This design comes from an exercise in tuning for small area, a short achievable clock period and few clock cycles per item on the open sky130 flow, not from production work. RTL that was checked went through simulation tests only; none was proved equivalent to the original. Only the layout flow was run in run 1; the RTL was not checked for function there. Power is estimated from default activity; no workload was simulated.

$ cat run.sh
#!/bin/bash
# synth_recipe.tcl (not shown) runs the flow's synth.tcl, then flattens the netlist and writes it again
# the make line also repeats each setting of config.mk as NAME=value (left out here)
make -C /OpenROAD-flow-scripts/flow DESIGN_CONFIG=/design/flow/config.mk WORK_HOME=/design/flow/orfs CLKGATE_MAP_FILE= SYNTH_SCRIPT=/design/flow/synth_recipe.tcl finish
$ cat config.mk
export PLATFORM = sky130hd
export DESIGN_NAME = pow_5_seq
export DESIGN_NICKNAME = pow_5_seq
export VERILOG_FILES = /design/flow/design.v
export SDC_FILE = /design/flow/constraint.sdc
export NUM_CORES = 4
export LEC_CHECK = 0
export CAP_MARGIN = 20
export CORE_MARGIN = 2
export CORE_UTILIZATION = 40
export SETUP_SLACK_MARGIN = 1.0
export SLEW_MARGIN = 20
$ cat constraint.sdc
create_clock -name core_clock -period 5.8 [get_ports {clock}]
set_input_delay 1.1600 -clock core_clock [delete_from_list [all_inputs] [get_ports {clock}]]
set_output_delay 1.1600 -clock core_clock [all_outputs]
set_load 0.01 [all_outputs]
$ cat design.v
module pow_5_seq
(
    input         clock,
    input         reset_n,
    input         run,
    input  [17:0] n,
    output        ready,
    output [17:0] n_pow_5
);
    reg rdy;
    always @(posedge clock or negedge reset_n)
        if (!reset_n) rdy <= 1'b0;
        else          rdy <= run;
    assign ready = rdy;
    wire w1;
    wire w2;
    wire w3;
    wire w4;
    wire w5;
    wire w6;
    wire w7;
    wire w8;
    wire w9;
    wire w10;
    wire w11;
    wire w12;
    wire w13;
    wire w14;
    wire w15;
    wire w16;
    wire w17;
    wire w18;
    wire w19;
    wire w20;
    wire w21;
    wire w22;
    wire w23;
    wire w24;
    wire w25;
    wire w26;
    wire w27;
    wire w28;
    wire w29;
    wire w30;
    wire w31;
    wire w32;
    wire w33;
    wire w34;
    wire w35;
    wire w36;
    wire w37;
    wire w38;
    wire w39;
    wire w40;
    wire w41;
    wire w42;
    wire w43;
    wire w44;
    wire w45;
    wire w46;
    wire w47;
    wire w48;
    wire w49;
    wire w50;
    wire w51;
    wire w52;
    wire w53;
    wire w54;
    wire w55;
    wire w56;
    wire w57;
    wire w58;
    wire w59;
    wire w60;
    wire w61;
    wire w62;
    wire w63;
    wire w64;
    wire w65;
    wire w66;
    wire w67;
    wire w68;
    wire w69;
    wire w70;
    wire w71;
    wire w72;
    wire w73;
    wire w74;
    wire w75;
    wire w76;
    wire w77;
    wire w78;
    wire w79;
    wire w80;
    wire w81;
    wire w82;
    wire w83;
    wire w84;
    wire w85;
    wire w86;
    wire w87;
    wire w88;
    wire w89;
    wire w90;
    wire w91;
    wire w92;
    wire w93;
    wire w94;
    wire w95;
    wire w96;
    wire w97;
    wire w98;
    wire w99;
    wire w100;
    wire w101;
    wire w102;
    wire w103;
    wire w104;
    wire w105;
    wire w106;
    wire w107;
    wire w108;
    wire w109;
    wire w110;
    wire w111;
    wire w112;
    wire w113;
    wire w114;
    wire w115;
    wire w116;
    wire w117;
    wire w118;
    wire w119;
    wire w120;
    wire w121;
    wire w122;
    wire w123;
    wire w124;
    wire w125;
    wire w126;
    wire w127;
    wire w128;
    wire w129;
    wire w130;
    wire w131;
    wire w132;
    wire w133;
    wire w134;
    wire w135;
    wire w136;
    wire w137;
    wire w138;
    wire w139;
    wire w140;
    wire w141;
    wire w142;
    wire w143;
    wire w144;
    wire w145;
    wire w146;
    wire w147;
    wire w148;
    wire w149;
    wire w150;
    wire w151;
    wire w152;
    wire w153;
    wire w154;
    wire w155;
    wire w156;
    wire w157;
    wire w158;
    wire w159;
    wire w160;
    wire w161;
    wire w162;
    wire w163;
    wire w164;
    wire w165;
    wire w166;
    wire w167;
    wire w168;
    wire w169;
    wire w170;
    wire w171;
    wire w172;
    wire w173;
    wire w174;
    wire w175;
    wire w176;
    wire w177;
    wire w178;
    wire w179;
    wire w180;
    wire w181;
    wire w182;
    wire w183;
    wire w184;
    wire w185;
    wire w186;
    wire w187;
    wire w188;
    wire w189;
    wire w190;
    wire w191;
    wire w192;
    wire w193;
    wire w194;
    wire w195;
    wire w196;
    wire w197;
    wire w198;
    wire w199;
    wire w200;
    wire w201;
    wire w202;
    wire w203;
    wire w204;
    wire w205;
    wire w206;
    wire w207;
    wire w208;
    wire w209;
    wire w210;
    wire w211;
    wire w212;
    wire w213;
    wire w214;
    wire w215;
    wire w216;
    wire w217;
    wire w218;
    wire w219;
    wire w220;
    wire w221;
    wire w222;
    wire w223;
    wire w224;
    wire w225;
    wire w226;
    wire w227;
    wire w228;
    wire w229;
    wire w230;
    wire w231;
    wire w232;
    wire w233;
    wire w234;
    wire w235;
    wire w236;
    wire w237;
    wire w238;
    wire w239;
    wire w240;
    wire w241;
    wire w242;
    wire w243;
    wire w244;
    wire w245;
    wire w246;
    wire w247;
    wire w248;
    wire w249;
    wire w250;
    wire w251;
    wire w252;
    wire w253;
    wire w254;
    wire w255;
    wire w256;
    wire w257;
    wire w258;
    wire w259;
    wire w260;
    wire w261;
    wire w262;
    wire w263;
    wire w264;
    wire w265;
    wire w266;
    wire w267;
    wire w268;
    wire w269;
    wire w270;
    wire w271;
    wire w272;
    wire w273;
    wire w274;
    wire w275;
    wire w276;
    wire w277;
    wire w278;
    wire w279;
    wire w280;
    wire w281;
    wire w282;
    wire w283;
    wire w284;
    wire w285;
    reg r_w105;
    reg r_w107;
    reg r_w114;
    reg r_w116;
    reg r_w111;
    reg r_w109;
    reg r_w117;
    reg r_w124;
    reg r_w126;
    reg r_w119;
    reg r_w128;
    reg r_w136;
    reg r_w138;
    reg r_w140;
    reg r_w129;
    reg r_w131;
    reg r_w142;
    reg r_w152;
    reg r_w154;
    reg r_w156;
    reg r_w143;
    reg r_w158;
    reg r_w145;
    reg r_w160;
    reg r_w159;
    reg r_w161;
    reg r_w185;
    reg r_w163;
    reg r_w186;
    reg r_w108;
    reg r_w110;
    reg r_w198;
    reg r_w210;
    reg r_w197;
    reg r_w209;
    reg r_w221;
    reg r_w222;
    reg r_w219;
    reg r_w246;
    reg r_w259;
    reg r_n_0;
    reg r_w1;
    reg r_w2;
    reg r_w3;
    reg r_w4;
    reg r_w5;
    reg r_w205;
    reg r_w275;
    reg r_w276;
    reg r_w277;
    reg r_w278;
    reg [16:0] lut_a5;
    always @(*)
        case ({n[5], n[4], n[3], n[2], n[1], n[0]})
            6'd0: lut_a5 = 17'b00000000000000000;
            6'd1: lut_a5 = 17'b00000000000000000;
            6'd2: lut_a5 = 17'b00000000000010000;
            6'd3: lut_a5 = 17'b00000000001111001;
            6'd4: lut_a5 = 17'b00000001000000000;
            6'd5: lut_a5 = 17'b00000011000011010;
            6'd6: lut_a5 = 17'b00000111100110000;
            6'd7: lut_a5 = 17'b00010000011010011;
            6'd8: lut_a5 = 17'b00100000000000000;
            6'd9: lut_a5 = 17'b00111001101010100;
            6'd10: lut_a5 = 17'b01100001101010000;
            6'd11: lut_a5 = 17'b10011101010001101;
            6'd12: lut_a5 = 17'b11110011000000000;
            6'd13: lut_a5 = 17'b01101010100101110;
            6'd14: lut_a5 = 17'b00001101001110000;
            6'd15: lut_a5 = 17'b11100101100100111;
            6'd16: lut_a5 = 17'b00000000000000000;
            6'd17: lut_a5 = 17'b01101010100101000;
            6'd18: lut_a5 = 17'b00110101010010000;
            6'd19: lut_a5 = 17'b01110010000100001;
            6'd20: lut_a5 = 17'b00110101000000000;
            6'd21: lut_a5 = 17'b10010100011000010;
            6'd22: lut_a5 = 17'b10101000110110000;
            6'd23: lut_a5 = 17'b10001101011111011;
            6'd24: lut_a5 = 17'b01100000000000000;
            6'd25: lut_a5 = 17'b01000000101111100;
            6'd26: lut_a5 = 17'b01010010111010000;
            6'd27: lut_a5 = 17'b10111100100110101;
            6'd28: lut_a5 = 17'b10100111000000000;
            6'd29: lut_a5 = 17'b00111110011010110;
            6'd30: lut_a5 = 17'b10110010011110000;
            6'd31: lut_a5 = 17'b00110110001001111;
            6'd32: lut_a5 = 17'b00000000000000000;
            6'd33: lut_a5 = 17'b01001010001010000;
            6'd34: lut_a5 = 17'b01010010100010000;
            6'd35: lut_a5 = 17'b01011010111001001;
            6'd36: lut_a5 = 17'b10101001000000000;
            6'd37: lut_a5 = 17'b10000110101101010;
            6'd38: lut_a5 = 17'b01000010000110000;
            6'd39: lut_a5 = 17'b00101101100100011;
            6'd40: lut_a5 = 17'b10100000000000000;
            6'd41: lut_a5 = 17'b11110100110100100;
            6'd42: lut_a5 = 17'b10001100001010000;
            6'd43: lut_a5 = 17'b11001010111011101;
            6'd44: lut_a5 = 17'b00011011000000000;
            6'd45: lut_a5 = 17'b11101011001111110;
            6'd46: lut_a5 = 17'b10101111101110000;
            6'd47: lut_a5 = 17'b11100001101110111;
            6'd48: lut_a5 = 17'b00000000000000000;
            6'd49: lut_a5 = 17'b10001110101111000;
            6'd50: lut_a5 = 17'b00010111110010000;
            6'd51: lut_a5 = 17'b00101010101110001;
            6'd52: lut_a5 = 17'b01011101000000000;
            6'd53: lut_a5 = 17'b01001010000010010;
            6'd54: lut_a5 = 17'b10010011010110000;
            6'd55: lut_a5 = 17'b11100000101001011;
            6'd56: lut_a5 = 17'b11100000000000000;
            6'd57: lut_a5 = 17'b01000101111001100;
            6'd58: lut_a5 = 17'b11001101011010000;
            6'd59: lut_a5 = 17'b00111000010000101;
            6'd60: lut_a5 = 17'b01001111000000000;
            6'd61: lut_a5 = 17'b11100001000100110;
            6'd62: lut_a5 = 17'b11000100111110000;
            6'd63: lut_a5 = 17'b11011000010011111;
        endcase
    assign w1 = lut_a5[0];
    assign w2 = lut_a5[1];
    assign w3 = lut_a5[2];
    assign w4 = lut_a5[3];
    assign w5 = lut_a5[4];
    assign w6 = lut_a5[5];
    assign w7 = lut_a5[6];
    assign w8 = lut_a5[7];
    assign w9 = lut_a5[8];
    assign w10 = lut_a5[9];
    assign w11 = lut_a5[10];
    assign w12 = lut_a5[11];
    assign w13 = lut_a5[12];
    assign w14 = lut_a5[13];
    assign w15 = lut_a5[14];
    assign w16 = lut_a5[15];
    assign w17 = lut_a5[16];
    reg [7:0] lut_p;
    always @(*)
        case ({n[5], n[4], n[3], n[2], n[1], n[0]})
            6'd0: lut_p = 8'b00000000;
            6'd1: lut_p = 8'b00000000;
            6'd2: lut_p = 8'b00000101;
            6'd3: lut_p = 8'b00011001;
            6'd4: lut_p = 8'b01010000;
            6'd5: lut_p = 8'b11000011;
            6'd6: lut_p = 8'b10010101;
            6'd7: lut_p = 8'b11101110;
            6'd8: lut_p = 8'b00000000;
            6'd9: lut_p = 8'b00000010;
            6'd10: lut_p = 8'b00110101;
            6'd11: lut_p = 8'b11011111;
            6'd12: lut_p = 8'b01010000;
            6'd13: lut_p = 8'b11011101;
            6'd14: lut_p = 8'b11100101;
            6'd15: lut_p = 8'b11001100;
            6'd16: lut_p = 8'b00000000;
            6'd17: lut_p = 8'b11110100;
            6'd18: lut_p = 8'b00100101;
            6'd19: lut_p = 8'b00010101;
            6'd20: lut_p = 8'b01010000;
            6'd21: lut_p = 8'b01100111;
            6'd22: lut_p = 8'b11110101;
            6'd23: lut_p = 8'b10011010;
            6'd24: lut_p = 8'b00000000;
            6'd25: lut_p = 8'b11010110;
            6'd26: lut_p = 8'b11010101;
            6'd27: lut_p = 8'b10111011;
            6'd28: lut_p = 8'b01010000;
            6'd29: lut_p = 8'b01100001;
            6'd30: lut_p = 8'b11000101;
            6'd31: lut_p = 8'b01011000;
            6'd32: lut_p = 8'b00000000;
            6'd33: lut_p = 8'b10101000;
            6'd34: lut_p = 8'b01000101;
            6'd35: lut_p = 8'b11010001;
            6'd36: lut_p = 8'b01010000;
            6'd37: lut_p = 8'b11001011;
            6'd38: lut_p = 8'b01010101;
            6'd39: lut_p = 8'b00000110;
            6'd40: lut_p = 8'b00000000;
            6'd41: lut_p = 8'b01101010;
            6'd42: lut_p = 8'b01110101;
            6'd43: lut_p = 8'b01010111;
            6'd44: lut_p = 8'b01010000;
            6'd45: lut_p = 8'b10100101;
            6'd46: lut_p = 8'b10100101;
            6'd47: lut_p = 8'b10100100;
            6'd48: lut_p = 8'b00000000;
            6'd49: lut_p = 8'b00011100;
            6'd50: lut_p = 8'b01100101;
            6'd51: lut_p = 8'b01001101;
            6'd52: lut_p = 8'b01010000;
            6'd53: lut_p = 8'b11101111;
            6'd54: lut_p = 8'b10110101;
            6'd55: lut_p = 8'b00110010;
            6'd56: lut_p = 8'b00000000;
            6'd57: lut_p = 8'b10111110;
            6'd58: lut_p = 8'b00010101;
            6'd59: lut_p = 8'b10110011;
            6'd60: lut_p = 8'b01010000;
            6'd61: lut_p = 8'b10101001;
            6'd62: lut_p = 8'b10000101;
            6'd63: lut_p = 8'b10110000;
        endcase
    assign w18 = lut_p[0];
    assign w19 = lut_p[1];
    assign w20 = lut_p[2];
    assign w21 = lut_p[3];
    assign w22 = lut_p[4];
    assign w23 = lut_p[5];
    assign w24 = lut_p[6];
    assign w25 = lut_p[7];
    reg [2:0] lut_q;
    always @(*)
        case ({n[5], n[4], n[3], n[2], n[1], n[0]})
            6'd0: lut_q = 3'b000;
            6'd1: lut_q = 3'b001;
            6'd2: lut_q = 3'b010;
            6'd3: lut_q = 3'b001;
            6'd4: lut_q = 3'b000;
            6'd5: lut_q = 3'b100;
            6'd6: lut_q = 3'b110;
            6'd7: lut_q = 3'b100;
            6'd8: lut_q = 3'b000;
            6'd9: lut_q = 3'b111;
            6'd10: lut_q = 3'b010;
            6'd11: lut_q = 3'b111;
            6'd12: lut_q = 3'b000;
            6'd13: lut_q = 3'b010;
            6'd14: lut_q = 3'b110;
            6'd15: lut_q = 3'b010;
            6'd16: lut_q = 3'b000;
            6'd17: lut_q = 3'b101;
            6'd18: lut_q = 3'b010;
            6'd19: lut_q = 3'b101;
            6'd20: lut_q = 3'b000;
            6'd21: lut_q = 3'b000;
            6'd22: lut_q = 3'b110;
            6'd23: lut_q = 3'b000;
            6'd24: lut_q = 3'b000;
            6'd25: lut_q = 3'b011;
            6'd26: lut_q = 3'b010;
            6'd27: lut_q = 3'b011;
            6'd28: lut_q = 3'b000;
            6'd29: lut_q = 3'b110;
            6'd30: lut_q = 3'b110;
            6'd31: lut_q = 3'b110;
            6'd32: lut_q = 3'b000;
            6'd33: lut_q = 3'b001;
            6'd34: lut_q = 3'b010;
            6'd35: lut_q = 3'b001;
            6'd36: lut_q = 3'b000;
            6'd37: lut_q = 3'b100;
            6'd38: lut_q = 3'b110;
            6'd39: lut_q = 3'b100;
            6'd40: lut_q = 3'b000;
            6'd41: lut_q = 3'b111;
            6'd42: lut_q = 3'b010;
            6'd43: lut_q = 3'b111;
            6'd44: lut_q = 3'b000;
            6'd45: lut_q = 3'b010;
            6'd46: lut_q = 3'b110;
            6'd47: lut_q = 3'b010;
            6'd48: lut_q = 3'b000;
            6'd49: lut_q = 3'b101;
            6'd50: lut_q = 3'b010;
            6'd51: lut_q = 3'b101;
            6'd52: lut_q = 3'b000;
            6'd53: lut_q = 3'b000;
            6'd54: lut_q = 3'b110;
            6'd55: lut_q = 3'b000;
            6'd56: lut_q = 3'b000;
            6'd57: lut_q = 3'b011;
            6'd58: lut_q = 3'b010;
            6'd59: lut_q = 3'b011;
            6'd60: lut_q = 3'b000;
            6'd61: lut_q = 3'b110;
            6'd62: lut_q = 3'b110;
            6'd63: lut_q = 3'b110;
        endcase
    assign w26 = lut_q[0];
    assign w27 = lut_q[1];
    assign w28 = lut_q[2];
    reg [2:0] lut_r;
    always @(*)
        case ({n[10], n[9], n[8], n[7], n[6]})
            5'd0: lut_r = 3'b000;
            5'd1: lut_r = 3'b000;
            5'd2: lut_r = 3'b001;
            5'd3: lut_r = 3'b010;
            5'd4: lut_r = 3'b100;
            5'd5: lut_r = 3'b110;
            5'd6: lut_r = 3'b001;
            5'd7: lut_r = 3'b100;
            5'd8: lut_r = 3'b000;
            5'd9: lut_r = 3'b100;
            5'd10: lut_r = 3'b001;
            5'd11: lut_r = 3'b110;
            5'd12: lut_r = 3'b100;
            5'd13: lut_r = 3'b010;
            5'd14: lut_r = 3'b001;
            5'd15: lut_r = 3'b000;
            5'd16: lut_r = 3'b000;
            5'd17: lut_r = 3'b000;
            5'd18: lut_r = 3'b001;
            5'd19: lut_r = 3'b010;
            5'd20: lut_r = 3'b100;
            5'd21: lut_r = 3'b110;
            5'd22: lut_r = 3'b001;
            5'd23: lut_r = 3'b100;
            5'd24: lut_r = 3'b000;
            5'd25: lut_r = 3'b100;
            5'd26: lut_r = 3'b001;
            5'd27: lut_r = 3'b110;
            5'd28: lut_r = 3'b100;
            5'd29: lut_r = 3'b010;
            5'd30: lut_r = 3'b001;
            5'd31: lut_r = 3'b000;
        endcase
    assign w29 = lut_r[0];
    assign w30 = lut_r[1];
    assign w31 = lut_r[2];
    assign w32 = n[0] & n[6];
    assign w33 = n[0] & n[7];
    assign w34 = n[0] & n[8];
    assign w35 = n[0] & n[9];
    assign w36 = n[0] & n[10];
    assign w37 = n[0] & n[11];
    assign w38 = w18 & n[6];
    assign w39 = w18 & n[7];
    assign w40 = w18 & n[8];
    assign w41 = w18 & n[9];
    assign w42 = w18 & n[10];
    assign w43 = w18 & n[11];
    assign w44 = w19 & n[6];
    assign w45 = w19 & n[7];
    assign w46 = w19 & n[8];
    assign w47 = w19 & n[9];
    assign w48 = w19 & n[10];
    assign w49 = w19 & n[11];
    assign w50 = w20 & n[6];
    assign w51 = w20 & n[7];
    assign w52 = w20 & n[8];
    assign w53 = w20 & n[9];
    assign w54 = w20 & n[10];
    assign w55 = w20 & n[11];
    assign w56 = w21 & n[6];
    assign w57 = w21 & n[7];
    assign w58 = w21 & n[8];
    assign w59 = w21 & n[9];
    assign w60 = w21 & n[10];
    assign w61 = w22 & n[6];
    assign w62 = w22 & n[7];
    assign w63 = w22 & n[8];
    assign w64 = w22 & n[9];
    assign w65 = w23 & n[6];
    assign w66 = w23 & n[7];
    assign w67 = w23 & n[8];
    assign w68 = w24 & n[6];
    assign w69 = w24 & n[7];
    assign w70 = w25 & n[6];
    assign w71 = n[0] & n[12];
    assign w72 = n[0] & n[13];
    assign w73 = n[0] & n[14];
    assign w74 = n[0] & n[15];
    assign w75 = n[0] & n[16];
    assign w76 = n[0] & n[17];
    assign w77 = w18 & n[12];
    assign w78 = w18 & n[13];
    assign w79 = w19 & n[12];
    assign w80 = n[0] & w29;
    assign w81 = n[0] & w30;
    assign w82 = n[0] & w31;
    assign w83 = w1 & n[6];
    assign w84 = w1 & w29;
    assign w85 = w1 & w30;
    assign w86 = w26 & n[6];
    assign w87 = w26 & w29;
    assign w88 = w27 & n[6];
    assign w89 = w28 & n[6];
    assign w90 = w34 ^ w32;
    assign w91 = w34 & w32;
    assign w92 = w35 ^ w33 ^ w91;
    assign w93 = (w35 & w33) | (w35 & w91) | (w33 & w91);
    assign w94 = w36 ^ w34 ^ w93;
    assign w95 = (w36 & w34) | (w36 & w93) | (w34 & w93);
    assign w96 = w10 ^ w38;
    assign w97 = w10 & w38;
    assign w98 = w37 ^ w35 ^ w11;
    assign w99 = (w37 & w35) | (w37 & w11) | (w35 & w11);
    assign w100 = w95 ^ w39 ^ w44;
    assign w101 = (w95 & w39) | (w95 & w44) | (w39 & w44);
    assign w102 = w97 ^ w98;
    assign w103 = w97 & w98;
    assign w104 = w36 ^ w71 ^ w12;
    assign w105 = (w36 & w71) | (w36 & w12) | (w71 & w12);
    assign w106 = w40 ^ w45 ^ w50;
    assign w107 = (w40 & w45) | (w40 & w50) | (w45 & w50);
    assign w108 = w99 ^ w104 ^ w101;
    assign w109 = (w99 & w104) | (w99 & w101) | (w104 & w101);
    assign w110 = w106 ^ w103;
    assign w111 = w106 & w103;
    assign w112 = w37 ^ w72 ^ w32;
    assign w113 = (w37 & w72) | (w37 & w32) | (w72 & w32);
    assign w114 = w112 ^ w13 ^ w41;
    assign w115 = (w112 & w13) | (w112 & w41) | (w13 & w41);
    assign w116 = w46 ^ w51 ^ w56;
    assign w117 = (w46 & w51) | (w46 & w56) | (w51 & w56);
    assign w118 = r_w105 ^ r_w107 ^ r_w114;
    assign w119 = (w105 & w107) | (w105 & w114) | (w107 & w114);
    assign w120 = r_w116 ^ r_w111 ^ r_w109;
    assign w121 = (r_w116 & r_w111) | (r_w116 & r_w109) | (r_w111 & r_w109);
    assign w122 = w73 ^ w71 ^ w113;
    assign w123 = (w73 & w71) | (w73 & w113) | (w71 & w113);
    assign w124 = w14 ^ w122 ^ w42;
    assign w125 = (w14 & w122) | (w14 & w42) | (w122 & w42);
    assign w126 = w47 ^ w52 ^ w57;
    assign w127 = (w47 & w52) | (w47 & w57) | (w52 & w57);
    assign w128 = w61 ^ w83 ^ w115;
    assign w129 = (w61 & w83) | (w61 & w115) | (w83 & w115);
    assign w130 = r_w117 ^ r_w124 ^ r_w126;
    assign w131 = (w117 & w124) | (w117 & w126) | (w124 & w126);
    assign w132 = r_w119 ^ r_w128 ^ w130;
    assign w133 = (r_w119 & r_w128) | (r_w119 & w130) | (r_w128 & w130);
    assign w134 = w74 ^ w72 ^ w123;
    assign w135 = (w74 & w72) | (w74 & w123) | (w72 & w123);
    assign w136 = w15 ^ w43 ^ w48;
    assign w137 = (w15 & w43) | (w15 & w48) | (w43 & w48);
    assign w138 = w53 ^ w58 ^ w62;
    assign w139 = (w53 & w58) | (w53 & w62) | (w58 & w62);
    assign w140 = w65 ^ w80 ^ w86;
    assign w141 = (w65 & w80) | (w65 & w86) | (w80 & w86);
    assign w142 = w134 ^ w125 ^ w127;
    assign w143 = (w134 & w125) | (w134 & w127) | (w125 & w127);
    assign w144 = r_w136 ^ r_w138 ^ r_w140;
    assign w145 = (w136 & w138) | (w136 & w140) | (w138 & w140);
    assign w146 = r_w129 ^ r_w131 ^ r_w142;
    assign w147 = (r_w129 & r_w131) | (r_w129 & r_w142) | (r_w131 & r_w142);
    assign w148 = w144 ^ w133;
    assign w149 = w144 & w133;
    assign w150 = w75 ^ w73 ^ w16;
    assign w151 = (w75 & w73) | (w75 & w16) | (w73 & w16);
    assign w152 = w49 ^ w54 ^ w59;
    assign w153 = (w49 & w54) | (w49 & w59) | (w54 & w59);
    assign w154 = w63 ^ w66 ^ w68;
    assign w155 = (w63 & w66) | (w63 & w68) | (w66 & w68);
    assign w156 = w77 ^ w81 ^ w84;
    assign w157 = (w77 & w81) | (w77 & w84) | (w81 & w84);
    assign w158 = w88 ^ w135 ^ w150;
    assign w159 = (w88 & w135) | (w88 & w150) | (w135 & w150);
    assign w160 = w137 ^ w139 ^ w141;
    assign w161 = (w137 & w139) | (w137 & w141) | (w139 & w141);
    assign w162 = r_w152 ^ r_w154 ^ r_w156;
    assign w163 = (w152 & w154) | (w152 & w156) | (w154 & w156);
    assign w164 = r_w143 ^ r_w158 ^ r_w145;
    assign w165 = (r_w143 & r_w158) | (r_w143 & r_w145) | (r_w158 & r_w145);
    assign w166 = r_w160 ^ w162 ^ w147;
    assign w167 = (r_w160 & w162) | (r_w160 & w147) | (w162 & w147);
    assign w168 = w164 ^ w149;
    assign w169 = w164 & w149;
    assign w170 = w76 ^ w74;
    assign w171 = w170 ^ w17;
    assign w172 = w55 ^ w60;
    assign w173 = w64 ^ w67;
    assign w174 = w69 ^ w70;
    assign w175 = w78 ^ w79;
    assign w176 = w82 ^ w85;
    assign w177 = w87 ^ w89;
    assign w178 = w171 ^ w172;
    assign w179 = w173 ^ w174;
    assign w180 = w175 ^ w176;
    assign w181 = w177 ^ w151;
    assign w182 = w153 ^ w155;
    assign w183 = w157 ^ w178;
    assign w184 = w179 ^ w180;
    assign w185 = w181 ^ w182;
    assign w186 = w183 ^ w184;
    assign w187 = r_w159 ^ r_w161;
    assign w188 = r_w185 ^ r_w163;
    assign w189 = r_w186 ^ w187;
    assign w190 = w188 ^ w189;
    assign w191 = w165 ^ w190;
    assign w192 = w167 ^ w191;
    assign w193 = w6 & w32;
    assign w194 = w7 & w33;
    assign w195 = w8 & w90;
    assign w196 = w9 & w92;
    assign w197 = w94 & w96;
    assign w198 = w100 & w102;
    assign w199 = r_w108 & r_w110;
    assign w200 = w118 & w120;
    assign w201 = w121 & w132;
    assign w202 = w146 & w148;
    assign w203 = w166 & w168;
    assign w204 = w169 & w192;
    assign w205 = w6 ^ w32;
    assign w206 = w7 ^ w33;
    assign w207 = w8 ^ w90;
    assign w208 = w9 ^ w92;
    assign w209 = w94 ^ w96;
    assign w210 = w100 ^ w102;
    assign w211 = r_w108 ^ r_w110;
    assign w212 = w118 ^ w120;
    assign w213 = w121 ^ w132;
    assign w214 = w146 ^ w148;
    assign w215 = w166 ^ w168;
    assign w216 = w169 ^ w192;
    assign w217 = w3 & w2;
    assign w218 = w5 & w4;
    assign w219 = w194 | (w206 & w193);
    assign w220 = w206 & w205;
    assign w221 = w196 | (w208 & w195);
    assign w222 = w208 & w207;
    assign w223 = r_w198 | (r_w210 & r_w197);
    assign w224 = r_w210 & r_w209;
    assign w225 = w200 | (w212 & w199);
    assign w226 = w212 & w211;
    assign w227 = w202 | (w214 & w201);
    assign w228 = w214 & w213;
    assign w229 = w204 | (w216 & w203);
    assign w230 = w216 & w215;
    assign w231 = w2 & w1;
    assign w232 = w217 & w1;
    assign w233 = w205 & w218;
    assign w234 = w220 & w218;
    assign w235 = w197 | (w209 & w221);
    assign w236 = w209 & w222;
    assign w237 = w223 | (w224 & r_w221);
    assign w238 = w224 & r_w222;
    assign w239 = w201 | (w213 & w225);
    assign w240 = w213 & w226;
    assign w241 = w227 | (w228 & w225);
    assign w242 = w228 & w226;
    assign w243 = w4 & w232;
    assign w244 = w218 & w232;
    assign w245 = w233 & w232;
    assign w246 = w234 & w232;
    assign w247 = w199 | (w211 & w237);
    assign w248 = w211 & w238;
    assign w249 = w225 | (w226 & w237);
    assign w250 = w226 & w238;
    assign w251 = w239 | (w240 & w237);
    assign w252 = w240 & w238;
    assign w253 = w241 | (w242 & w237);
    assign w254 = w242 & w238;
    assign w255 = w195 | (w207 & w219);
    assign w256 = w207 & w246;
    assign w257 = w221 | (w222 & w219);
    assign w258 = w222 & w246;
    assign w259 = w235 | (w236 & w219);
    assign w260 = w236 & w246;
    assign w261 = w237 | (w238 & r_w219);
    assign w262 = w238 & r_w246;
    assign w263 = w247 | (w248 & r_w219);
    assign w264 = w248 & r_w246;
    assign w265 = w249 | (w250 & r_w219);
    assign w266 = w250 & r_w246;
    assign w267 = w251 | (w252 & r_w219);
    assign w268 = w252 & r_w246;
    assign w269 = w253 | (w254 & r_w219);
    assign w270 = w254 & r_w246;
    assign w271 = w203 | (w215 & w269);
    assign w272 = w215 & w270;
    assign w273 = w229 | (w230 & w269);
    assign w274 = w230 & w270;
    assign w275 = w206 ^ w193;
    assign w276 = w207 ^ w219;
    assign w277 = w208 ^ w255;
    assign w278 = w209 ^ w257;
    assign w279 = r_w210 ^ r_w259;
    assign w280 = w211 ^ w261;
    assign w281 = w212 ^ w263;
    assign w282 = w213 ^ w265;
    assign w283 = w214 ^ w267;
    assign w284 = w215 ^ w269;
    assign w285 = w216 ^ w271;
    always @(posedge clock) begin
        r_w105 <= w105;
        r_w107 <= w107;
        r_w114 <= w114;
        r_w116 <= w116;
        r_w111 <= w111;
        r_w109 <= w109;
        r_w117 <= w117;
        r_w124 <= w124;
        r_w126 <= w126;
        r_w119 <= w119;
        r_w128 <= w128;
        r_w136 <= w136;
        r_w138 <= w138;
        r_w140 <= w140;
        r_w129 <= w129;
        r_w131 <= w131;
        r_w142 <= w142;
        r_w152 <= w152;
        r_w154 <= w154;
        r_w156 <= w156;
        r_w143 <= w143;
        r_w158 <= w158;
        r_w145 <= w145;
        r_w160 <= w160;
        r_w159 <= w159;
        r_w161 <= w161;
        r_w185 <= w185;
        r_w163 <= w163;
        r_w186 <= w186;
        r_w108 <= w108;
        r_w110 <= w110;
        r_w198 <= w198;
        r_w210 <= w210;
        r_w197 <= w197;
        r_w209 <= w209;
        r_w221 <= w221;
        r_w222 <= w222;
        r_w219 <= w219;
        r_w246 <= w246;
        r_w259 <= w259;
        r_n_0 <= n[0];
        r_w1 <= w1;
        r_w2 <= w2;
        r_w3 <= w3;
        r_w4 <= w4;
        r_w5 <= w5;
        r_w205 <= w205;
        r_w275 <= w275;
        r_w276 <= w276;
        r_w277 <= w277;
        r_w278 <= w278;
    end
    assign n_pow_5 = {w285, w284, w283, w282, w281, w280, w279, r_w278, r_w277, r_w276, r_w275, r_w205, r_w5, r_w4, r_w3, r_w2, r_w1, r_n_0};
endmodule
==> results of run 1 <==
[through the flow]
step	std cells	worst slack, ns	power [mW]	util	instance area, µm²
after global routing	726	1.02	1.93	0.458	5280
final	726	1.25	1.78	0.458	5280
after global placement	718	0.922	1.45	0.442	5090
after CTS	726	1.10	1.81	0.458	5280
after floorplan	585	1.71	1.24	-	4780
after detailed placement	718	0.788	1.46	0.442	5090
[power by group through the flow]
| stage | logic (mW) | registers, mW | clock network [mW] |
|---|---|---|---|
| 6_report | 0.991 | 0.456 | 0.336 |
| 3_5_place_dp | 1.00 | 0.465 | 0 |
| 2_1_floorplan | 0.782 | 0.458 | 0 |
| 4_1_cts | 1.00 | 0.457 | 0.347 |
| 3_3_place_gp | 0.981 | 0.464 | 0 |
| 5_1_grt | 1.10 | 0.463 | 0.359 |
[per-layer routing]
metal	routed length [µm]	up-vias
met3	1080	39
met5	0	-
met1	5400	1886
li1	-	1925
met4	453	0
met2	5820	225
[cells by family (layout without fill, tap and decap cells)]
kind of cell	count (synthesis)	after routing	synth area share
compound gates	133	133	0.179
xor+xnor	40	40	0.0825
fa+ha+maj	61	61	0.210
buf+inv	118	116	0.112
flops	51	51	0.215
mux	11	11	0.0364
simple gates	171	171	0.165
[synthesized netlist by cell type (10+ instances only)]
cell type | n | area share
dfxtp_1 | 50 | 0.21
inv_1 | 57 | 0.045
nor2_1 | 33 | 0.026
nand2b_1 | 13 | 0.017
and2_1 | 15 | 0.020
nand2_1 | 78 | 0.061
clkbuf_1 | 21 | 0.017
ha_1 | 24 | 0.063
a21oi_1 | 28 | 0.029
o21ai_0 | 40 | 0.042
fa_1 | 33 | 0.14
xor2_1 | 10 | 0.018
xnor2_1 | 27 | 0.050
buf_4 | 20 | 0.031
nand3_1 | 11 | 0.012
[how the worst max path moves through the flow]
| stage | to |
|---|---|
| 6_report | r_w163 |
| 5_1_grt | n_pow_5[17] |
| 4_1_cts | r_w186 |
| 3_5_place_dp | r_w186 |
| 3_3_place_gp | r_w186 |
| 2_1_floorplan | r_w186 |
[cell type report]
cell class,instances,share of cell area
timing repair buffer,48,0.0851
sequential,51,0.194
inverter,60,0.0427
clock buffer,5,0.0237
tap,143,0.0339
clock inverter,3,0.00900
multi-input combinational,416,0.611
[what timing repair did]
action,4_1_cts,5_1_grt
endpoints found under the setup margin,1,6
pin swaps,0,0
gates resized for setup,3,2
cloned,0,0
==> reports/metrics.cfg, run 1 <==
[cts]
holdBufCountCts = 0
cts_max_level = 2
clk_pin_slew_ns = 0.07
cts_buffers = 5
cts_tree = built
cts_root_buffer = clkbuf_16
clk_path_buf_depth = 2
clock-sinks = 51
post-cts-setup-buffers = 0

[grt]
met3_usage = 0.0236
grt_max_degree = 47
gr-usage-met2 = 0.326
busiest_layer = met2
grtUsageTotal = 0.207
grt_pass1_vias = 3925
overflow = 0
antenna_found_initial = 0
grt_pass1_wl_mm = 20.8
met1_usage = 0.292

[worst_setup_path]
critPathMaxFanout = 32
path_common_cell = buf_4
arrival_ns = 4.73
slowest_stage = nor3_1
cp_num_cells = 10
end_kind = flip-flop
worstSetupStartpointType = primary input
cp_cell_sequence = clkdlybuf4s50_1 -> buf_4 -> ha_1 -> buf_4 -> o32ai_1 -> nor3_1 -> o21ai_0 -> fa_1 -> inv_1 -> maj3_1
cpLargestDelayFamily = adder cells
cp.required_ns = 5.98
critPathBufInv = 4
critPathKind = in -> reg
slowest_delay_ns = 0.59
cp-startpoint = n[0]

[place]
place.gp.congestion = 0.963
port_buffers = 39
dpl.hpwl_mm = 9.65

[drt]
vias = 4075
ant_nets = 0
viasPerCell = 5.61
dr.pass1.iters = 17
route.detailed.drc = 0
post_drt_wl_per_cell_um = 17.6
drt_iter0_markers = 643
wl_mm = 12.8

[floorplanning]
dieArea_um2 = 12800
die_w_um = 113
pin_count = 40
fp-row-count = 39
start_util = 0.415
core_um2 = 11500
dieHeight_um = 113

[pwr]
power_frac_seq = 0.255
p_switching_mw = 0.637
internal-power_mw = 1.15
irDropWorstVdd_uv = 158
p_leak_nw = 2.35
p_comb_frac = 0.556
clkPwrFrac = 0.189
switching_share = 0.357
power.density_nw_per_um2 = 338

[yosys]
synthFlopType = dfxtp_1
seq_area_frac_synth = 0.215
synth_fp_nets = 663
synth-edff-count = 0
synthDistinctLibCells = 64
ys_ff_latch = 51
synth_area_um2 = 4780
async_flop_share = 0.0196
yosysWarnings = 1
syn_area_per_cell_um2 = 8.16
syn_inst = 585

[sta]
period_needed_ns = 4.55
finalHoldViolCount = 0
fin_hold_ws_ns = 1.00
final-max-slew-violation-count = 0
tns_ns = 0
fmax_ghz = 0.220
rsz0062_at_grt = no
setup-violations-final = 0
tightest_slew_ns = 0.771
fin_crit_sh = 0.784
relSlewSlack = 0.486

[final_layout]
layout_commonest_cell = nand2_1
final_nets = 660
multi_input_area_um2 = 3230
area_growth_pct = 10.6
layout-drive-gt1-share = 0.0686
final_cell_mix = nand2_1 (78), inv_1 (57), dfxtp_1 (50)
n_antenna_cell = 0
seqCellArea_um2 = 1030
nFillCells = 1134

[job]
maxCapViolations = 0

[worst_hold_path]
hold_class = in -> async

[run_status]
outcome = complete, no violations

==> inputs of run 2 (changes only) <==
--- a/design.v
+++ b/design.v
@@ -299,5 +299,2 @@
     wire w285;
-    reg r_w105;
-    reg r_w107;
-    reg r_w114;
     reg r_w116;
@@ -305,10 +302,5 @@
     reg r_w109;
-    reg r_w117;
-    reg r_w124;
-    reg r_w126;
     reg r_w119;
     reg r_w128;
-    reg r_w136;
-    reg r_w138;
-    reg r_w140;
+    reg r_w130;
     reg r_w129;
@@ -316,5 +308,3 @@
     reg r_w142;
-    reg r_w152;
-    reg r_w154;
-    reg r_w156;
+    reg r_w144;
     reg r_w143;
@@ -323,4 +313,3 @@
     reg r_w160;
-    reg r_w159;
-    reg r_w161;
+    reg r_w162;
     reg r_w185;
@@ -328,8 +317,9 @@
     reg r_w186;
+    reg r_w187;
+    reg r_w118;
     reg r_w108;
     reg r_w110;
-    reg r_w198;
-    reg r_w210;
-    reg r_w197;
-    reg r_w209;
+    reg r_w199;
+    reg r_w223;
+    reg r_w224;
     reg r_w221;
@@ -338,2 +328,3 @@
     reg r_w246;
+    reg r_w210;
     reg r_w259;
@@ -707,3 +698,3 @@
     assign w117 = (w46 & w51) | (w46 & w56) | (w51 & w56);
-    assign w118 = r_w105 ^ r_w107 ^ r_w114;
+    assign w118 = w105 ^ w107 ^ w114;
     assign w119 = (w105 & w107) | (w105 & w114) | (w107 & w114);
@@ -719,6 +710,6 @@
     assign w129 = (w61 & w83) | (w61 & w115) | (w83 & w115);
-    assign w130 = r_w117 ^ r_w124 ^ r_w126;
+    assign w130 = w117 ^ w124 ^ w126;
     assign w131 = (w117 & w124) | (w117 & w126) | (w124 & w126);
-    assign w132 = r_w119 ^ r_w128 ^ w130;
-    assign w133 = (r_w119 & r_w128) | (r_w119 & w130) | (r_w128 & w130);
+    assign w132 = r_w119 ^ r_w128 ^ r_w130;
+    assign w133 = (r_w119 & r_w128) | (r_w119 & r_w130) | (r_w128 & r_w130);
     assign w134 = w74 ^ w72 ^ w123;
@@ -733,3 +724,3 @@
     assign w143 = (w134 & w125) | (w134 & w127) | (w125 & w127);
-    assign w144 = r_w136 ^ r_w138 ^ r_w140;
+    assign w144 = w136 ^ w138 ^ w140;
     assign w145 = (w136 & w138) | (w136 & w140) | (w138 & w140);
@@ -737,4 +728,4 @@
     assign w147 = (r_w129 & r_w131) | (r_w129 & r_w142) | (r_w131 & r_w142);
-    assign w148 = w144 ^ w133;
-    assign w149 = w144 & w133;
+    assign w148 = r_w144 ^ w133;
+    assign w149 = r_w144 & w133;
     assign w150 = w75 ^ w73 ^ w16;
@@ -751,3 +742,3 @@
     assign w161 = (w137 & w139) | (w137 & w141) | (w139 & w141);
-    assign w162 = r_w152 ^ r_w154 ^ r_w156;
+    assign w162 = w152 ^ w154 ^ w156;
     assign w163 = (w152 & w154) | (w152 & w156) | (w154 & w156);
@@ -755,4 +746,4 @@
     assign w165 = (r_w143 & r_w158) | (r_w143 & r_w145) | (r_w158 & r_w145);
-    assign w166 = r_w160 ^ w162 ^ w147;
-    assign w167 = (r_w160 & w162) | (r_w160 & w147) | (w162 & w147);
+    assign w166 = r_w160 ^ r_w162 ^ w147;
+    assign w167 = (r_w160 & r_w162) | (r_w160 & w147) | (r_w162 & w147);
     assign w168 = w164 ^ w149;
@@ -776,5 +767,5 @@
     assign w186 = w183 ^ w184;
-    assign w187 = r_w159 ^ r_w161;
+    assign w187 = w159 ^ w161;
     assign w188 = r_w185 ^ r_w163;
-    assign w189 = r_w186 ^ w187;
+    assign w189 = r_w186 ^ r_w187;
     assign w190 = w188 ^ w189;
@@ -788,4 +779,4 @@
     assign w198 = w100 & w102;
-    assign w199 = r_w108 & r_w110;
-    assign w200 = w118 & w120;
+    assign w199 = w108 & w110;
+    assign w200 = r_w118 & w120;
     assign w201 = w121 & w132;
@@ -801,3 +792,3 @@
     assign w211 = r_w108 ^ r_w110;
-    assign w212 = w118 ^ w120;
+    assign w212 = r_w118 ^ w120;
     assign w213 = w121 ^ w132;
@@ -812,5 +803,5 @@
     assign w222 = w208 & w207;
-    assign w223 = r_w198 | (r_w210 & r_w197);
-    assign w224 = r_w210 & r_w209;
-    assign w225 = w200 | (w212 & w199);
+    assign w223 = w198 | (w210 & w197);
+    assign w224 = w210 & w209;
+    assign w225 = w200 | (w212 & r_w199);
     assign w226 = w212 & w211;
@@ -826,4 +817,4 @@
     assign w236 = w209 & w222;
-    assign w237 = w223 | (w224 & r_w221);
-    assign w238 = w224 & r_w222;
+    assign w237 = r_w223 | (r_w224 & r_w221);
+    assign w238 = r_w224 & r_w222;
     assign w239 = w201 | (w213 & w225);
@@ -836,3 +827,3 @@
     assign w246 = w234 & w232;
-    assign w247 = w199 | (w211 & w237);
+    assign w247 = r_w199 | (w211 & w237);
     assign w248 = w211 & w238;
@@ -876,5 +867,2 @@
     always @(posedge clock) begin
-        r_w105 <= w105;
-        r_w107 <= w107;
-        r_w114 <= w114;
         r_w116 <= w116;
@@ -882,10 +870,5 @@
         r_w109 <= w109;
-        r_w117 <= w117;
-        r_w124 <= w124;
-        r_w126 <= w126;
         r_w119 <= w119;
         r_w128 <= w128;
-        r_w136 <= w136;
-        r_w138 <= w138;
-        r_w140 <= w140;
+        r_w130 <= w130;
         r_w129 <= w129;
@@ -893,5 +876,3 @@
         r_w142 <= w142;
-        r_w152 <= w152;
-        r_w154 <= w154;
-        r_w156 <= w156;
+        r_w144 <= w144;
         r_w143 <= w143;
@@ -900,4 +881,3 @@
         r_w160 <= w160;
-        r_w159 <= w159;
-        r_w161 <= w161;
+        r_w162 <= w162;
         r_w185 <= w185;
@@ -905,8 +885,9 @@
         r_w186 <= w186;
+        r_w187 <= w187;
+        r_w118 <= w118;
         r_w108 <= w108;
         r_w110 <= w110;
-        r_w198 <= w198;
-        r_w210 <= w210;
-        r_w197 <= w197;
-        r_w209 <= w209;
+        r_w199 <= w199;
+        r_w223 <= w223;
+        r_w224 <= w224;
         r_w221 <= w221;
@@ -915,2 +896,3 @@
         r_w246 <= w246;
+        r_w210 <= w210;
         r_w259 <= w259;
--- a/config.mk
+++ b/config.mk
@@ -9,3 +9,3 @@
 export CORE_MARGIN = 2
-export CORE_UTILIZATION = 40
+export CORE_UTILIZATION = 70
 export SETUP_SLACK_MARGIN = 1.0
==> reports/metrics.cfg, run 2 <==
[sta]
fin_crit_sh = 0.764
period_needed_ns = 4.43
tns_ns = 0
setup-violations-final = 0
rsz0062_at_grt = no
fmax_ghz = 0.226
finalHoldViolCount = 0
tightest_slew_ns = 1.02
final-max-slew-violation-count = 0
relSlewSlack = 0.323

[grt]
antenna_found_initial = 0
overflow = 0
grt_max_degree = 64
grt_pass1_wl_mm = 18.9
grt_pass1_vias = 3796
grtUsageTotal = 0.338

[yosys]
synth_top_cell_area_share = 0.183
synth-xor-area-share = 0.0680
syn_inst = 548
synthFlopType = dfxtp_1
yosysWarnings = 1
synth_fp_nets = 630
async_flop_share = 0.0238
yosysMostFrequentCell = nand2_1
synth-adder-area-share = 0.233
seq_area_frac_synth = 0.189
ys_ff_latch = 42
synth.top_cells.by_count = nand2_1 (81), nor2_1 (43), dfxtp_1 (41)
synth_compound_gate_area_share = 0.181
synthDistinctLibCells = 55
muxShareOfSynthArea = 0.0400
synth.area.top_cells = dfxtp_1 (18%), fa_1 (17%), nand2_1 (6.8%), ha_1 (6.7%), xnor2_1 (3.9%)
syn_area_per_cell_um2 = 8.16
synthSimpleGateAreaFrac = 0.183
yosys.area.top_type = dfxtp_1
synth_top_family_by_area = adder cells
synth-edff-count = 0
synth_area_um2 = 4470

[place]
dpl.hpwl_mm = 8.69
port_buffers = 39
place.gp.congestion = 1.02

[worst_hold_path]
hold_class = in -> async

[drt]
post_drt_wl_per_cell_um = 18.1
ant_nets = 0
wl_mm = 11.4
route.detailed.drc = 0
dr.pass1.iters = 6
drt_iter0_markers = 528
vias = 3910
viasPerCell = 6.23

[cts]
holdBufCountCts = 0
cts_root_buffer = clkbuf_8
cts_tree = built
cts_buffers = 5
cts_max_level = 2
clk_path_buf_depth = 2
post-cts-setup-buffers = 0
clk_pin_slew_ns = 0.10
ctsResizeCount = 0
clock-sinks = 42

[pwr]
power.total_mw = 1.55
p_leak_nw = 2.17
power.density_nw_per_um2 = 320
irDropWorstVdd_uv = 433

[floorplanning]
core_um2 = 6280
dieHeight_um = 83.9
fp-row-count = 29
start_util = 0.713
die_w_um = 83.9
pin_count = 40
dieArea_um2 = 7050

[worst_setup_path]
cp.required_ns = 6.00
end_kind = flip-flop
worstSetupStartpointType = primary input
critPathKind = in -> reg
arrival_ns = 4.63
critPathMaxFanout = 10

[job]
maxCapViolations = 0

[final_layout]
area_growth_pct = 7.97
final_nets = 632
layout_commonest_cell = nand2_1
n_antenna_cell = 0
layout-drive-gt1-share = 0.0708
nFillCells = 460
final_cell_mix = nand2_1 (81), nor2_1 (43), dfxtp_1 (41)

[run_status]
outcome = complete, no violations

-- run 2: cell families (layout without fill, tap and decap cells) --
group,count (synthesis),after routing
xor+xnor,30,30
compound gates,126,126
mux,10,10
buf+inv,99,102
fa+ha+maj,61,61
flops,42,42
simple gates,180,180
-- run 2: worst max-delay path by stage --
stage	start	end	slack (ns)	depth (start not counted)
floorplan	n[4]	r_w223	1.70	12
global placement	n[0]	r_w186	1.14	11
detailed placement	n[0]	r_w186	1.08	11
CTS	r_w116	n_pow_5[17]	1.05	11
global route	n[2]	r_w277	1.17	11
finish	n[0]	r_w186	1.37	11
-- run 2: area by class of cell --
cell class              count  area [µm²]  share of cell area
clock buffers               6        72.6              0.0150
clock inverters             2        13.8             0.00285
repair buffers             54         500               0.104
flip-flops and latches     42         846               0.175
well taps                  77        96.3              0.0199
inverters                  40         150              0.0311
multi-input cells         407        3150               0.652
-- run 2: per-stage QoR --
step | hold WS [ns] | area (µm²) | util | setup slack (ns) | cells
5_1_grt | 0.991 | 4830 | 0.769 | 1.17 | 628
3_5_place_dp | 1.31 | 4740 | 0.755 | 1.08 | 620
4_1_cts | 0.999 | 4830 | 0.769 | 1.05 | 628
6_report | 0.999 | 4830 | 0.769 | 1.37 | 628
3_3_place_gp | 1.31 | 4740 | 0.755 | 1.14 | 620
2_1_floorplan | 0.864 | 4470 | - | 1.70 | 548
-- run 2: power breakdown --
part	switching, mW	leakage (nW)	internal [mW]
logic	0.465	1.78	0.489
clock network	0.109	0.0452	0.0852
registers	0.0312	0.355	0.368
-- run 2: worst max-delay path, stage by stage --
cell and delay, ns:
clkdlybuf4s50_1 0.51, inv_1 0.21, ha_1 0.48, mux2_2 0.40
and2_1 0.21, fa_1 0.43, xnor2_1 0.20, xnor2_1 0.16
xnor2_1 0.16, xnor3_1 0.36, xnor3_1 0.34
-- run 2: per-layer routing --
metal  share of wire  GRT usage
met5               0          0
met4           0.031      0.106
met3           0.097     0.0574
met2            0.46      0.531
met1            0.41      0.482
Testbench counts of run 2, summed over its fixed seeds: cycles 24,000, items 24,000.
==> inputs of run 3 (changes only) <==
--- a/config.mk
+++ b/config.mk
@@ -7,5 +7,6 @@
 export LEC_CHECK = 0
+export ABC_AREA = 1
 export CAP_MARGIN = 20
 export CORE_MARGIN = 2
-export CORE_UTILIZATION = 70
+export CORE_UTILIZATION = 40
 export SETUP_SLACK_MARGIN = 1.0
==> reports/metrics.cfg, run 3 <==
[cts]
clock-sinks = 42
cts_max_level = 2
cts_root_buffer = clkbuf_16
clk_path_buf_depth = 2
cts_tree = built
clk_pin_slew_ns = 0.07
post-cts-setup-buffers = 0
cts_buffers = 5

[drt]
ant_nets = 0
dr.pass1.iters = 6
wl_mm = 15.4
route.detailed.drc = 0
viasPerCell = 5.45
vias = 4470
drt_iter0_markers = 445
post_drt_wl_per_cell_um = 18.8

[run_status]
outcome = complete, no violations

[worst_setup_path]
cp-startpoint = n[0]
critPathCapture = r_w130
arrival_ns = 4.79
end_kind = flip-flop
critPathKind = in -> reg
cp.required_ns = 5.96
worstSetupStartpointType = primary input
critPathMaxFanout = 11

[yosys]
synth.top_cells.by_count = nand2_1 (180), inv_1 (89), nor2_1 (56)
synthDistinctLibCells = 43
synth_area_um2 = 4580
synthFlopType = dfxtp_1
yosys.area.top_type = dfxtp_1
seq_area_frac_synth = 0.185
yosysWarnings = 1
syn_inst = 671
synth_top_cell_area_share = 0.179
syn_area_per_cell_um2 = 6.82
async_flop_share = 0.0238
yosysMostFrequentCell = nand2_1
synth-edff-count = 0
synth_fp_nets = 753
synth.area.top_cells = dfxtp_1 (18%), fa_1 (16%), nand2_1 (15%), inv_1 (7.3%), ha_1 (6.6%)
ys_ff_latch = 42

[floorplanning]
die_w_um = 111
core_um2 = 11300
start_util = 0.406
pin_count = 40
fp-row-count = 39
dieHeight_um = 111
dieArea_um2 = 12300

[place]
port_buffers = 39
dpl.hpwl_mm = 12.1
place.gp.congestion = 0.971
placed_cell_area_um2 = 4890
dp_cells = 812

[final_layout]
final_cell_mix = nand2_1 (180), inv_1 (89), nor2_1 (56)
layout-drive-gt1-share = 0.0532
n_antenna_cell = 0
layout_commonest_cell = nand2_1
final_nets = 758
area_growth_pct = 10.1
nFillCells = 1181
stdcell_area_um2 = 5040
final_cells = 820

[grt]
grt_max_degree = 37
grtUsageTotal = 0.257
antenna_found_initial = 0
grt_pass1_vias = 4367
overflow = 0
grt_pass1_wl_mm = 24.4

[sta]
tns_ns = 0
tightest_slew_ns = 0.666
fin_hold_ws_ns = 1.00
rsz0062_at_grt = no
finalHoldViolCount = 0
fmax_ghz = 0.216
setup-violations-final = 0
final-max-slew-violation-count = 0
relSlewSlack = 0.553
fin_crit_sh = 0.797
period_needed_ns = 4.62

[pwr]
clkPwrFrac = 0.170
irDropWorstVdd_uv = 368
internal-power_mw = 1.02
switching_share = 0.393
power.density_nw_per_um2 = 333
power_frac_seq = 0.240
p_switching_mw = 0.660
p_leak_nw = 2.61
p_comb_frac = 0.591
power.total_mw = 1.68

[worst_hold_path]
hold_class = in -> async

[job]
maxCapViolations = 0

==> run 3: how the worst min path moves through the flow <==
stage	startpoint	slack (ns)	end
finish	reset_n	1.00	rdy
global route	reset_n	1.0	rdy
CTS	reset_n	1.0	rdy
detailed placement	reset_n	1.31	rdy
global placement	reset_n	1.31	rdy
floorplan	reset_n	0.86	rdy
==> run 3: layout make-up <==
cell class / count / area (µm²) / area share
Multi-Input combinational cell: 484 / 3060 / 0.607
Sequential cell: 42 / 846 / 0.168
Timing Repair Buffer: 47 / 453 / 0.0899
Inverter: 96 / 360 / 0.0715
Tap cell: 143 / 179 / 0.0355
Clock buffer: 6 / 129 / 0.0256
Clock inverter: 2 / 13.8 / 0.00273
==> run 3: kinds of logic (layout without fill, tap and decap cells) <==
logic type,after synthesis,after routing,share of synthesized area
flip-flops,42,42,0.185
AND/OR/NAND/NOR,312,312,0.282
buffers and inverters,145,151,0.148
adder cells (fa/ha/maj),61,61,0.227
AO/OA/AOI/OAI,92,92,0.122
XOR/XNOR,19,19,0.0364
==> run 3: through the flow <==
stage | setup WS (ns) | utilization
2_1_floorplan | 2.03 | -
3_3_place_gp | 0.798 | 0.434
3_5_place_dp | 0.903 | 0.434
4_1_cts | 1.20 | 0.447
5_1_grt | 1.01 | 0.447
6_report | 1.18 | 0.447
==> run 3: power groups by stage <==
stage	Sequential [mW]	Combinational, mW	Clock, mW
6_report	0.402	0.992	0.285
4_1_cts	0.404	1.00	0.290
3_3_place_gp	0.408	0.988	0
5_1_grt	0.412	1.11	0.302
2_1_floorplan	0.401	0.756	0
3_5_place_dp	0.411	0.998	0
==> run 3: critical path, cell delays in order <==
cell	delay, ns
clkdlybuf4s50_1	0.59
inv_1	0.30
ha_1	0.25
inv_1	0.08
nand2_1	0.21
nand2_1	0.16
nor2_1	0.17
inv_1	0.06
a21oi_1	0.33
nor3_1	0.12
o22ai_1	0.36
fa_1	0.48
inv_1	0.08
fa_1	0.42
==> run 3: repair_timing <==
item,CTS,global route
gates resized for setup,0,2
hold buffers,0,0
endpoints found under the setup margin,0,3
==> run 3: metal layers <==
layer | GRT usage | routed length [µm] | part of all wire
met1 | 0.367 | 7030 | 0.46
met5 | 0 | 0 | 0
met2 | 0.391 | 6720 | 0.44
met3 | 0.0394 | 1240 | 0.081
met4 | 0.0967 | 410 | 0.027
==> inputs of run 4 (changes only) <==
--- a/config.mk
+++ b/config.mk
@@ -7,3 +7,2 @@
 export LEC_CHECK = 0
-export ABC_AREA = 1
 export CAP_MARGIN = 20
@@ -11,3 +10,3 @@
 export CORE_UTILIZATION = 40
-export SETUP_SLACK_MARGIN = 1.0
+export SETUP_SLACK_MARGIN = 2.0
 export SLEW_MARGIN = 20
==> reports/metrics.cfg, run 4 <==
[final_layout]
fin_util = 0.472
layout_commonest_cell = nand2_1
seqCellArea_um2 = 847
area_growth_pct = 14.9
layout-drive-gt1-share = 0.138
n_antenna_cell = 0
final_nets = 638
final_cell_mix = nand2_1 (79), nor2_1 (42), dfxtp_1 (40)
multi_input_area_um2 = 3270
nFillCells = 1079

[worst_setup_path]
cpLargestDelayFamily = adder cells
arrival_ns = 2.90
worstSetupStartpointType = flip-flop
slowest_delay_ns = 0.58
cp_num_cells = 11
cp-startpoint = r_w116
slowest_stage = fa_1
cp.required_ns = 4.64
end_kind = primary output
critPathKind = reg -> out
critPathCapture = n_pow_5[17]
critPathMaxFanout = 2
critPathBufInv = 1
cp_cell_sequence = fa_1 -> ha_4 -> o21a_1 -> o21a_1 -> o21ai_1 -> nand2b_1 -> fa_2 -> xnor2_2 -> xnor2_1 -> xnor2_1 -> buf_2

[floorplanning]
fp-row-count = 38
dieHeight_um = 110
core_um2 = 10900
dieArea_um2 = 12000
die_w_um = 110
pin_count = 40
start_util = 0.411

[yosys]
yosysWarnings = 1
ys_ff_latch = 42
yosys.area.top_type = dfxtp_1
async_flop_share = 0.0238
synth_top_cell_area_share = 0.183
syn_area_per_cell_um2 = 8.16
synth-edff-count = 0
syn_inst = 548
synth.top_cells.by_count = nand2_1 (81), nor2_1 (43), dfxtp_1 (41)
synth.area.top_cells = dfxtp_1 (18%), fa_1 (17%), nand2_1 (6.8%), ha_1 (6.7%), xnor2_1 (3.9%)
synthFlopType = dfxtp_1
synth_area_um2 = 4470
synth_fp_nets = 630
synthDistinctLibCells = 55
yosysMostFrequentCell = nand2_1
seq_area_frac_synth = 0.189

[sta]
fin_crit_sh = 0.700
rsz0062_at_grt = yes
finalHoldViolCount = 0
tns_ns = 0
relSlewSlack = 0.578
final-max-slew-violation-count = 0
fmax_ghz = 0.246
period_needed_ns = 4.06
setup-violations-final = 0
tightest_slew_ns = 0.629

[grt]
antenna_found_initial = 0
grt_max_degree = 55
grt_pass1_vias = 3615
grt_pass1_wl_mm = 19.6
grtUsageTotal = 0.214
overflow = 0

[cts]
cts_buffers = 5
clk_path_buf_depth = 2
cts_root_buffer = clkbuf_8
clock-sinks = 42
holdBufCountCts = 0
cts_max_level = 2
cts_tree = built
clk_pin_slew_ns = 0.10

[job]
maxCapViolations = 0

[drt]
wl_mm = 12.4
post_drt_wl_per_cell_um = 17.8
drt_iter0_markers = 308
route.detailed.drc = 0
vias = 3863
viasPerCell = 5.54
ant_nets = 0
dr.pass1.iters = 5

[place]
port_buffers = 39
place.gp.congestion = 0.923
dpl.hpwl_mm = 9.06

[run_status]
outcome = complete, no violations

[worst_hold_path]
hold_class = in -> async

[pwr]
power.density_nw_per_um2 = 313
p_leak_nw = 2.27
irDropWorstVdd_uv = 292

[run 4: cell count changes in the layout (fill, tap and decap cells not counted), sizes merged, moves of 10 or more]
cell	delta
buf	+17
o211ai	+10
clkdlybuf4s50	-10
nand3	-46
and2	+14
xnor2	+14
nand2	-107
nor2	-15
inv	-55
nand2b	+17
[run 4: layout make-up]
class / instances / share of cell area
Timing Repair Buffer: 60 / 0.113
Clock buffer: 6 / 0.0141
Sequential cell: 42 / 0.165
Clock inverter: 2 / 0.00730
Multi-Input combinational cell: 407 / 0.636
Tap cell: 140 / 0.0341
Inverter: 40 / 0.0307
[run 4: metrics by stage]
step	hold slack (ns)	total power [mW]	cells	area, µm²	setup WS (ns)
detailed placement	1.31	1.33	674	4780	0.882
global route	0.973	1.76	697	5140	1.60
finish	0.980	1.61	697	5140	1.74
global placement	1.31	1.32	674	4780	0.991
CTS	0.977	1.60	689	5020	1.70
floorplan	0.864	1.13	548	4520	2.00
[run 4: where the power goes]
part           switching [mW]  internal (mW)
Clock                   0.118          0.129
Sequential             0.0326          0.368
Combinational           0.455          0.508
Total                   0.605           1.01
[run 4: worst min path at each step]
stage                     endpoint  startpoint  slack [ns]
after floorplan                rdy     reset_n        0.86
after global placement         rdy     reset_n        1.31
after detailed placement       rdy     reset_n        1.31
after CTS                      rdy     reset_n        0.98
after global routing           rdy     reset_n        0.97
final                          rdy     reset_n        0.98
[run 4: cells by family (layout without fill, tap and decap cells)]
family | Yosys count | in the layout | share of synthesized area
AO/OA/AOI/OAI | 126 | 126 | 0.181
adder cells (fa/ha/maj) | 61 | 61 | 0.233
flip-flops | 42 | 42 | 0.189
XOR/XNOR | 30 | 30 | 0.0680
buffers and inverters | 99 | 108 | 0.107
multiplexers | 10 | 10 | 0.0400
AND/OR/NAND/NOR | 180 | 180 | 0.183
[run 4: what timing repair did]
item,4_1_cts,5_1_grt
setup endpoints to repair,35,24
pin swaps,3,2
resized for setup,42,24
setup buffers,7,7
cloned,0,1
[run 4: per-layer routing]
metal  track usage  vias to the layer above  part of all wire
li1              -                     1837                 -
met1         0.292                     1834              0.43
met2         0.344                      169              0.46
met3        0.0368                       23             0.075
met4        0.0696                        0             0.027
met5             0                        -                 0
==> inputs of run 5 (changes only) <==
--- a/config.mk
+++ b/config.mk
@@ -10,3 +10,3 @@
 export CORE_UTILIZATION = 40
-export SETUP_SLACK_MARGIN = 2.0
+export SETUP_SLACK_MARGIN = 1.7
 export SLEW_MARGIN = 20
==> reports/metrics.cfg, run 5 <==
[worst_setup_path]
critPathCapture = n_pow_5[17]
cp.required_ns = 4.64
critPathMaxFanout = 3
slowest_stage = fa_1
end_kind = primary output
cp_cell_sequence = fa_1 -> ha_4 -> o21a_1 -> o21a_1 -> o21ai_1 -> nand2b_1 -> fa_2 -> xnor2_2 -> xnor2_1 -> xnor2_1 -> buf_2
cp-startpoint = r_w109
worstSetupStartpointType = flip-flop
cpLargestDelayFamily = adder cells
slowest_delay_ns = 0.58
critPathKind = reg -> out
cp_num_cells = 11
critPathBufInv = 1
arrival_ns = 2.98

[grt]
overflow = 0
grt_pass1_wl_mm = 18.9
grt_max_degree = 56
grt_pass1_vias = 3612
grtUsageTotal = 0.208
antenna_found_initial = 0

[job]
maxCapViolations = 0

[worst_hold_path]
hold_class = in -> async

[cts]
clock-sinks = 42
cts_tree = built
holdBufCountCts = 0
clk_pin_slew_ns = 0.09
clk_path_buf_depth = 2
cts_root_buffer = clkbuf_8
cts_buffers = 5
cts_max_level = 2

[sta]
finalHoldViolCount = 0
fin_crit_sh = 0.714
tightest_slew_ns = 0.983
period_needed_ns = 4.14
relSlewSlack = 0.345
setup-violations-final = 0
final-max-slew-violation-count = 0
fmax_ghz = 0.242
tns_ns = 0
rsz0062_at_grt = yes

[drt]
wl_met3_um = 940
drt_iter0_markers = 510
viasPerCell = 5.62
dr.pass1.iters = 5
route.detailed.drc = 0
ant_nets = 0
dr_wl_met2_mm = 5.33
wl_mm = 12.0
top_layer = met4
post_drt_wl_per_cell_um = 17.4
wl_met1_mm = 5.34
vias = 3882

[final_layout]
area_growth_pct = 10.4
multi_input_area_um2 = 3190
fin_util = 0.453
nFillCells = 1080
final_cell_mix = nand2_1 (78), nor2_1 (43), dfxtp_1 (41)
n_antenna_cell = 0
layout-drive-gt1-share = 0.102
layout_commonest_cell = nand2_1
final_nets = 632
seqCellArea_um2 = 846
stdcell_area_um2 = 4940

[run_status]
outcome = complete, no violations

[floorplanning]
core_um2 = 10900
start_util = 0.411
dieHeight_um = 110
dieArea_um2 = 12000
fp-row-count = 38
die_w_um = 110
pin_count = 40

[yosys]
synth-adder-area-share = 0.233
syn_area_per_cell_um2 = 8.16
ys_ff_latch = 42
synth_top_cell_area_share = 0.183
yosysWarnings = 1
yosys.area.top_type = dfxtp_1
synth_top_family_by_area = adder cells
synth_area_um2 = 4470
synth.top_cells.by_count = nand2_1 (81), nor2_1 (43), dfxtp_1 (41)
synthDistinctLibCells = 55
synthFlopType = dfxtp_1
syn_inst = 548
seq_area_frac_synth = 0.189
async_flop_share = 0.0238
synth_compound_gate_area_share = 0.181
synth-xor-area-share = 0.0680
synth.area.top_cells = dfxtp_1 (18%), fa_1 (17%), nand2_1 (6.8%), ha_1 (6.7%), xnor2_1 (3.9%)
synth_fp_nets = 630
synth-edff-count = 0
synthSimpleGateAreaFrac = 0.183
muxShareOfSynthArea = 0.0400
yosysMostFrequentCell = nand2_1

[pwr]
p_leak_nw = 2.16
irDropWorstVdd_uv = 207
power.total_mw = 1.52
power.density_nw_per_um2 = 308

[place]
place.gp.congestion = 0.965
dpl.hpwl_mm = 9.01
placed_cell_area_um2 = 4780
port_buffers = 39

run 5: logic make-up after synthesis:
| group | Yosys count |
|---|---|
| AO/OA/AOI/OAI | 126 |
| XOR/XNOR | 30 |
| adder cells (fa/ha/maj) | 61 |
| buffers and inverters | 99 |
| flip-flops | 42 |
| multiplexers | 10 |
| AND/OR/NAND/NOR | 180 |
run 5: final cells by class:
class | instances | area share
clock buffers | 5 | 0.0139
clock inverters | 3 | 0.00481
inverters | 40 | 0.0322
multi-input cells | 407 | 0.646
flip-flops and latches | 42 | 0.171
well taps | 140 | 0.0355
repair buffers | 54 | 0.0966
run 5: worst min-delay path by stage:
stage                to  slack, ns  cells past startpoint
floorplan           rdy       0.86                      0
global placement    rdy       1.31                      1
detailed placement  rdy       1.31                      1
CTS                 rdy       0.97                      1
global route        rdy       0.97                      1
finish              rdy       0.98                      1
run 5: power breakdown:
group / internal [mW] / switching [mW] / total (mW)
clock: 0.0862 / 0.119 / 0.205
sequential: 0.368 / 0.0319 / 0.400
combinational: 0.473 / 0.445 / 0.917
run 5: metal layers:
| metal | vias up | track usage |
|---|---|---|
| li1 | 1816 | - |
| met1 | 1826 | 0.295 |
| met2 | 209 | 0.306 |
| met3 | 31 | 0.0379 |
| met4 | 0 | 0.0931 |
| met5 | - | 0 |
run 5: timing repair:
item                       4_1_cts  5_1_grt
setup buffers                    1        3
setup endpoints to repair       30       17
pin swaps                        3        4
resized for setup               18       16
run 5: per-stage QoR:
step | hold WS (ns) | worst slack [ns] | cells
3_3_place_gp | 1.31 | 0.896 | 679
2_1_floorplan | 0.864 | 1.70 | 548
5_1_grt | 0.974 | 1.50 | 691
6_report | 0.984 | 1.66 | 691
4_1_cts | 0.966 | 1.60 | 688
3_5_place_dp | 1.31 | 0.825 | 679

==> static timing again, ports no longer ideal <==
In the flow no input, the clock included, has a driving cell. The finished layouts below were timed again as built, in two steps. Step 1, drivers: a clkbuf_16 drives clock and a buf_2 each remaining input, both assumed. Step 2 adds t to the input delays and takes it off the output delays; t is the mean of the earliest and latest rising clock arrival at the registers after step 1. Input paths then give back, and output paths get back, about the clock's delay inside the block. Slacks: ideal ports / drivers / drivers and shift; pairs: ideal ports / drivers.
| run | t, ns | slack for setup (ns) | hold slack, ns | worst slew at a driven data input, ns |
|---|---|---|---|---|
| run 1 | 0.327 | 1.251 / 1.231 / 0.942 | 1.002 / 0.986 / 1.313 | 0.04 |
| run 2 | 0.329 | 1.371 / 1.380 / 1.051 | 0.999 / 0.995 / 1.323 | 0.05 |
| run 3 | 0.326 | 1.176 / 1.194 / 0.868 | 1.001 / 0.987 / 1.313 | 0.03 |
| run 4 | 0.333 | 1.739 / 1.707 / 1.790 | 0.980 / 0.970 / 1.303 | 0.04 |
| run 5 | 0.343 | 1.660 / 1.626 / 1.544 | 0.984 / 0.972 / 1.315 | 0.04 |
After both steps every run listed still meets setup and hold. The setup slack of run 2, which loses most, moves by +0.009 ns with the drivers and by -0.320 ns with both steps.
